This is an optimization exercise on Yosys and OpenROAD, whose aim is small area, not a production implementation.
In this exercise RTL edits were held to simulation tests only and were not proved equivalent to the original.
Power is estimated from default activity; no workload was simulated.

==> try-lagoon <==
// top
module top #(
  parameter integer N = 64
)(
  input  wire clk,
  input  wire btn_start,
  input  wire rstn,
  output wire uart_tx_o,
  output wire [7:0] leds,
  output wire puf_launch,
  output wire [N-1:0] puf_challenge,
  input  wire puf_response
);
clock: 10.0 ns
lec_check: 0
cap_margin: 20
core_margin: 2
core_utilization: 60
place_density: 0.7
slew_margin: 20
standard.sh (not shown) runs the stock make flow with config.mk's settings and CLKGATE_MAP_FILE= SYNTH_SCRIPT=/design/flow/synth_recipe.tcl, a recipe that flattens the netlist after the stock synthesis.
==> flow/flow/run.sh <==
#!/bin/bash
# Own layout flow: the standard synthesis, its combinational logic re-mapped
# for area by ABC (registers untouched; several ABC scripts are tried and the
# smallest result is kept), then the standard ORFS layout with small port
# buffers and a clock tree of small buffers.
set -euo pipefail
W=$(pwd)
P=${FLOW_PLATFORM:-sky130hd}
R=$W/orfs/results/$P/top/base
LIB=$FLOW_HOME/platforms/$P/lib/sky130_fd_sc_hd__tt_025C_1v80.lib
DU=$(grep -o "sky130_fd_sc_hd__lpflow[a-z_0-9]*\|sky130_fd_sc_hd__probe[a-z_0-9]*" $FLOW_HOME/platforms/$P/config.mk | sed 's/^/-dont_use /' | tr '\n' ' ')

bash standard.sh synth > $W/synth.log 2>&1
cp $R/1_2_yosys.v $W/1_2_yosys.std.v

best=""; bestarea=1e18; i=0
while IFS= read -r scr; do
  [[ -z "$scr" || "$scr" == \#* ]] && continue
  i=$((i+1))
  sed -e "s#LIBFILE#$LIB#g" -e "s#DONTUSE#$DU#" -e "s#INFILE#$W/1_2_yosys.std.v#" \
      -e "s#OUTFILE#$W/rs_$i.v#" -e "s#OUTDIR/resynth_stat.txt#$W/rs_$i.stat#" -e "s#TOPNAME#$FLOW_TOP#" \
      -e "s#ABCSCRIPT#$scr#" $W/flow/resynth.ys > $W/rs_$i.ys
  if timeout 600 yosys -l $W/rs_$i.log -q -s $W/rs_$i.ys > /dev/null 2>&1; then
    a=$(grep "Chip area" $W/rs_$i.stat | awk '{print $NF}')
    echo "script $i: $scr -> $a" >> $W/resynth_summary.log
    if python3 -c "import sys; sys.exit(0 if $a < $bestarea else 1)"; then best=$i; bestarea=$a; fi
  else
    echo "script $i: $scr -> failed" >> $W/resynth_summary.log
  fi
done < $W/flow/abc_scripts.txt
echo "best: $best ($bestarea)" >> $W/resynth_summary.log
cp $W/rs_$best.v $R/1_2_yosys.v
rm -f $R/1_synth.odb $R/1_synth.sdc

bash standard.sh \
  "BUFFER_PORTS_ARGS=-buffer_cell sky130_fd_sc_hd__buf_1" \
  "CTS_ARGS=$(cat $W/flow/cts_args.txt)" \
  $(cat $W/flow/make_vars.txt) \
  finish > $W/layout.log 2>&1
==> flow/flow/abc_scripts.txt <==
strash; dch; amap
strash; dc2; dch; amap; strash; dch; amap
strash; &get -n; &deepsyn -T 30; &put; dch; amap
strash; &get -n; &deepsyn -T 30 -S 7; &put; dch; amap
==> flow/flow/cts_args.txt <==
-sink_clustering_enable -repair_clock_nets -dont_use_dummy_load -sink_clustering_size 40 -sink_clustering_max_diameter 100 -buf_list {sky130_fd_sc_hd__clkbuf_16}
==> flow/flow/make_vars.txt <==
SKIP_REPAIR_TIE_FANOUT=1 SLEW_MARGIN=0 CAP_MARGIN=0
==> flow/flow/resynth.ys <==
# Re-map the combinational logic of the standard synthesis for area.
# Registers (and their names and cell types) are kept as they are.
read_liberty -ignore_miss_func -overwrite LIBFILE
blackbox sky130_fd_sc_hd__df* sky130_fd_sc_hd__edf* sky130_fd_sc_hd__sdf* sky130_fd_sc_hd__sedf* sky130_fd_sc_hd__dl*
read_verilog INFILE
hierarchy -top TOPNAME
flatten
rename -hide w:*.*
opt -purge
abc -liberty LIBFILE DONTUSE -script "+ABCSCRIPT"
opt_clean -purge
hilomap -singleton -hicell sky130_fd_sc_hd__conb_1 HI -locell sky130_fd_sc_hd__conb_1 LO
splitnets
opt_clean -purge
tee -o OUTDIR/resynth_stat.txt stat -liberty LIBFILE
write_verilog -noattr -nohex -nodec OUTFILE
==> inputs of try-xenon, as changes to try-lagoon <==
==> flow/run.sh (new file) <==
#!/bin/bash
# synth_recipe.tcl (not shown) runs the flow's synth.tcl, then flattens the netlist and writes it again
# the make line also repeats each setting of config.mk as NAME=value (left out here)
make -C /OpenROAD-flow-scripts/flow DESIGN_CONFIG=/design/flow/config.mk WORK_HOME=/design/flow/orfs CLKGATE_MAP_FILE= SYNTH_SCRIPT=/design/flow/synth_recipe.tcl finish
CORE_UTILIZATION = 40   (was 60)
PLACE_DENSITY = not set   (was 0.7)
removed: flow/flow/run.sh
removed: flow/flow/abc_scripts.txt
removed: flow/flow/cts_args.txt
removed: flow/flow/make_vars.txt
removed: flow/flow/resynth.ys
removed: flow/standard.sh
==> inputs of try-nickel, as changes to try-lagoon <==
==> flow/flow/run.sh (replaced) <==
#!/bin/bash
# Own layout flow: the standard synthesis, its combinational logic re-mapped
# for area by ABC (registers untouched), then the standard ORFS layout with
# small port buffers and a clock tree of small buffers.
set -euo pipefail
W=$(pwd)
P=${FLOW_PLATFORM:-sky130hd}
R=$W/orfs/results/$P/top/base
LIB=$FLOW_HOME/platforms/$P/lib/sky130_fd_sc_hd__tt_025C_1v80.lib
DU=$(grep -o "sky130_fd_sc_hd__lpflow[a-z_0-9]*\|sky130_fd_sc_hd__probe[a-z_0-9]*" $FLOW_HOME/platforms/$P/config.mk | sed 's/^/-dont_use /' | tr '\n' ' ')
ABC=$(cat $W/flow/abc.script | tr '\n' ' ')

bash standard.sh synth > $W/synth.log 2>&1
cp $R/1_2_yosys.v $W/1_2_yosys.std.v
sed -e "s#LIBFILE#$LIB#g" -e "s#DONTUSE#$DU#" -e "s#INFILE#$W/1_2_yosys.std.v#" \
    -e "s#OUTFILE#$R/1_2_yosys.v#" -e "s#OUTDIR#$W#" -e "s#TOPNAME#$FLOW_TOP#" \
    -e "s#ABCSCRIPT#$ABC#" $W/flow/resynth.ys > $W/resynth_run.ys
yosys -l $W/resynth.log -q -s $W/resynth_run.ys > /dev/null 2>&1
rm -f $R/1_synth.odb $R/1_synth.sdc

bash standard.sh \
  "BUFFER_PORTS_ARGS=-buffer_cell sky130_fd_sc_hd__buf_1" \
  "CTS_ARGS=$(cat $W/flow/cts_args.txt)" \
  finish > $W/layout.log 2>&1
==> flow/flow/abc.script (new file) <==
strash; dch; amap
==> flow/flow/cts_args.txt (replaced) <==
-sink_clustering_enable -repair_clock_nets -dont_use_dummy_load -buf_list {sky130_fd_sc_hd__clkbuf_4 sky130_fd_sc_hd__clkbuf_8}
removed: flow/flow/abc_scripts.txt
removed: flow/flow/make_vars.txt
==> qor summary <==
metric	try-xenon	try-nickel	try-lagoon
Outcome	complete, no violations	complete, no violations	complete, no violations
Arr. time, crit path	3950 ps	4330 ps	3990 ps
Non-clock buffer share	12.7%	6.35%	6.83%
Register clock-pin slew on the reported worst setup and hold paths	70 ps	80 ps	50 ps
Most crowded layer after global routing	met2	met1	met2
Post-Route Skew	6.92 ps	28.4 ps	13.1 ps
Net switching power of the design	0.000153 W	0.000115 W	0.000129 W
Normalized max-slew margin	40.5%	35.6%	27.3%
Synth Instances	360	435	358
Non-clock buffer instance count of the final layout	72	73	76
Clock Tree Root	clkbuf_16	clkbuf_8	clkbuf_16
First-pass GRT wire length	16.5 mm	16.3 mm	15.9 mm
Vias in the first global route	3046	3315	3191
Post-Route Hold Slack	355 ps	360 ps	347 ps
Inverters	14	94	26
Buffering stage count on the worst path with inverters included	1	3	2
Latest clock arrival within the worst-skew pair	340 ps	360 ps	330 ps
Fraction of final layout cells sized beyond drive strength 1	39.9%	15.3%	18.7%
Worst supply voltage drop on vdd	0.108 mV	0.0922 mV	0.108 mV

==> re-timing with driven ports <==
Ports are ideal in the flow. The routed layouts listed here were re-timed in OpenROAD.
Step 1: set_driving_cell puts a clkbuf_16 on clk and a buf_2 on each other input, an assumption about the parent block.
Step 2 also shifts input and output timing later by t, the mid clock arrival at the registers, as if the neighbouring blocks saw the same clock.
a / b / c = ideal ports / drivers / drivers and shift; a / b = the first two.
run	t, ns	slack for setup (ns)	worst data-port slew with drivers (ns)
try-lagoon	0.359	4.014 / 3.981 / 4.340	0.03
try-xenon	0.369	4.048 / 4.013 / 4.382	0.03
try-nickel	0.373	3.667 / 3.635 / 4.009	0.03
After both steps every run listed still meets setup and hold.
